This design comes from an exercise in tuning for small area, a short achievable clock period and few clock cycles on the open sky130 flow, not from production work.
Function was checked by simulation only, so behaviour that the tests miss may differ from the original.

## top
module top(
    input   logic           clk,
    input   logic           rst,
    output  logic [31:0]    imem_addr,
    input   logic [31:0]    imem_rdata,
    output  logic           dmem_req,
    output  logic [31:0]    dmem_addr,
    input   logic [31:0]    dmem_rdata,
    input   logic           dmem_ready,
    output  logic           dmem_we,
    output  logic [31:0]    dmem_waddr,
    output  logic [31:0]    dmem_wdata,
    output  logic [31:0]    a0
);
For scale: ~6000 cells after synthesis, roughly 1700 flip-flops, about 230 I/O pins.
export LEC_CHECK = 0
export CAP_MARGIN = 20
export CORE_MARGIN = 2
export CORE_UTILIZATION = 40
export PLACE_DENSITY = 0.6
export SLEW_MARGIN = 20
create_clock -name core_clock -period 10.0 [get_ports {clk}]
standard.sh (not shown) runs the stock make flow with config.mk's settings and CLKGATE_MAP_FILE= SYNTH_SCRIPT=/design/flow/synth_recipe.tcl, a recipe that flattens the netlist after the stock synthesis.
==> flow/flow/run.sh <==
#!/bin/bash
set -euo pipefail
bash standard.sh SETUP_SLACK_MARGIN=5.5 "BUFFER_PORTS_ARGS=-buffer_cell sky130_fd_sc_hd__buf_4" finish > standard.log 2>&1
Testbench counts at the start, summed over its fixed seeds: cycles 73,124.
Then changed:
==> flow/flow/run.sh (replaced) <==
#!/bin/bash
set -euo pipefail
bash standard.sh SETUP_SLACK_MARGIN=5.5 finish > standard.log 2>&1
Effect: First-iteration DRC count decreases by 4.7%; utilization increases by 0.11 points; clock-buffer cell count increases by 5; synthesized cell count is unchanged; setup slack is better by 0.036 ns; global-route usage barely changes; via count stays flat; cell count barely changes.
Then changed:
==> flow/flow/run.sh (replaced) <==
#!/bin/bash
set -euo pipefail
bash standard.sh SETUP_SLACK_MARGIN=6.2 TNS_END_PERCENT=5 finish > standard.log 2>&1
Outcome: Wire length climbs by 7.9%; cell count goes up by 3.0%; hold slack barely changes; sequential share of layout area goes down by 2.6 points; non-clock buffer count climbs by 277; clock skew rose by 0.059 ns; via count rises by 3.7%.
Then changed:
==> flow/flow/run.sh (replaced) <==
#!/bin/bash
set -euo pipefail
bash standard.sh SETUP_SLACK_MARGIN=6 finish > standard.log 2>&1
Register-to-register slack is worse by 0.04 ns.
Routed wire length falls by 0.51%.
Cell area falls by 1.3%.

========
## old
top, a different RTL version from the one above (not shown whole).
For scale: about 6400 cells after synthesis, ~1700 flip-flops, roughly 230 I/O pins.
clock: 10.0 ns
lec_check: 0
cap_margin: 20
core_margin: 2
core_utilization: 40
place_density: 0.6
slew_margin: 20
==> flow/flow/run.sh <==
#!/bin/bash
set -euo pipefail
bash standard.sh SETUP_SLACK_MARGIN=6 "BUFFER_PORTS_ARGS=-buffer_cell sky130_fd_sc_hd__buf_4" finish > standard.log 2>&1
old completed end to end with timing, DRC and antenna clean.
Testbench counts of old, summed over its fixed seeds: cycles 73,124.
diff inputs: old => new
-- flow/config.mk --
<<< old, line 10
export CORE_UTILIZATION = 40
export PLACE_DENSITY = 0.6
>>> new, line 10
export CORE_UTILIZATION = 40
export CTS_BUF_LIST = sky130_fd_sc_hd__clkbuf_8
export PLACE_DENSITY = 0.6
Notes after the runs:
Area of all placed cells without fillers, old and new, lower one = new.
old → new: routed wire length has remained practically unchanged, post-synthesis average cell area has remained practically unchanged, setup slack has decreased.
Compared with old, new shows growth of design area from synthesis to finish lower by 1.0 points.
Buffer and inverter count on the worst path was higher in the run labelled new.

========
Setup of ember:
top again, from the RTL that the note above started with.
clock: 10.0 ns
lec_check: 0
cap_margin: 20
core_margin: 2
core_utilization: 50
place_density: 0.7
slew_margin: 20
Scripts as last shown in full above: flow/flow/run.sh
ember: no failed stages, no open violations at the end
Testbench counts of ember, summed over its fixed seeds: cycles 73,124.
Here is what was changed in the inputs of xenon compared with ember.
Settings: PLACE_DENSITY: 0.7 -> 0.6; CORE_UTILIZATION: 50 -> 40.
==> flow/flow/run.sh <==
#!/bin/bash
set -euo pipefail
bash standard.sh SETUP_SLACK_MARGIN=5.5 "BUFFER_PORTS_ARGS=-buffer_cell sky130_fd_sc_hd__buf_4" finish > standard.log 2>&1
Results
- Diff ember -> xenon: length of the first detailed-routing pass in iterations dropped 4, utilization decreased 14 points, setup fix buffers added after clock tree synthesis down 129.
- Per the comparison of xenon with ember, wire length reported by the detailed router lost 2.5%; total met3 wirelength after detailed routing now smaller; overall via count from detail_route lost about 5.5%.
- Of xenon and ember, xenon shows the lower number of non-clock buffers, with ember above it.

[what the ideal ports hide]
How much do the figures lean on ideal ports? The routed layouts below were timed once more, with nothing changed but the port constraints.
Step 1 assumes that a clkbuf_16 drives the clock port and a buf_2 every other input.
Step 2 times the ports against the registers' clock, not the clock port: input delays grow and output delays shrink by t, the midpoint of the rising clock arrivals with the driver on.
a / b / c = ideal ports / drivers / drivers and shift; a / b = the first two.
| run | t (ns) | setup WS [ns] | worst setup path at the end |
|---|---|---|---|
| the first run of note 1 | 0.919 | 5.392 / 5.392 / 4.758 | input to register |
| the second run of note 1 | 0.930 | 5.428 / 5.428 / 4.631 | input to register |
| the third run of note 1 | 0.943 | 5.494 / 5.494 / 4.833 | input to register |
| the fourth run of note 1 | 0.916 | 5.456 / 5.456 / 4.910 | input to register |
| old | 0.935 | 5.534 / 5.534 / 4.937 | input to register |
| new | 1.156 | 5.437 / 5.437 / 4.656 | input to register |
| ember | 0.940 | 5.511 / 5.511 / 5.008 | input to register |
| xenon | 0.942 | 5.354 / 5.354 / 4.513 | input to register |
After both steps every run listed still meets setup and hold. The setup slack of xenon, which loses most, moves by 0.000 ns with the drivers and by -0.841 ns with both steps.
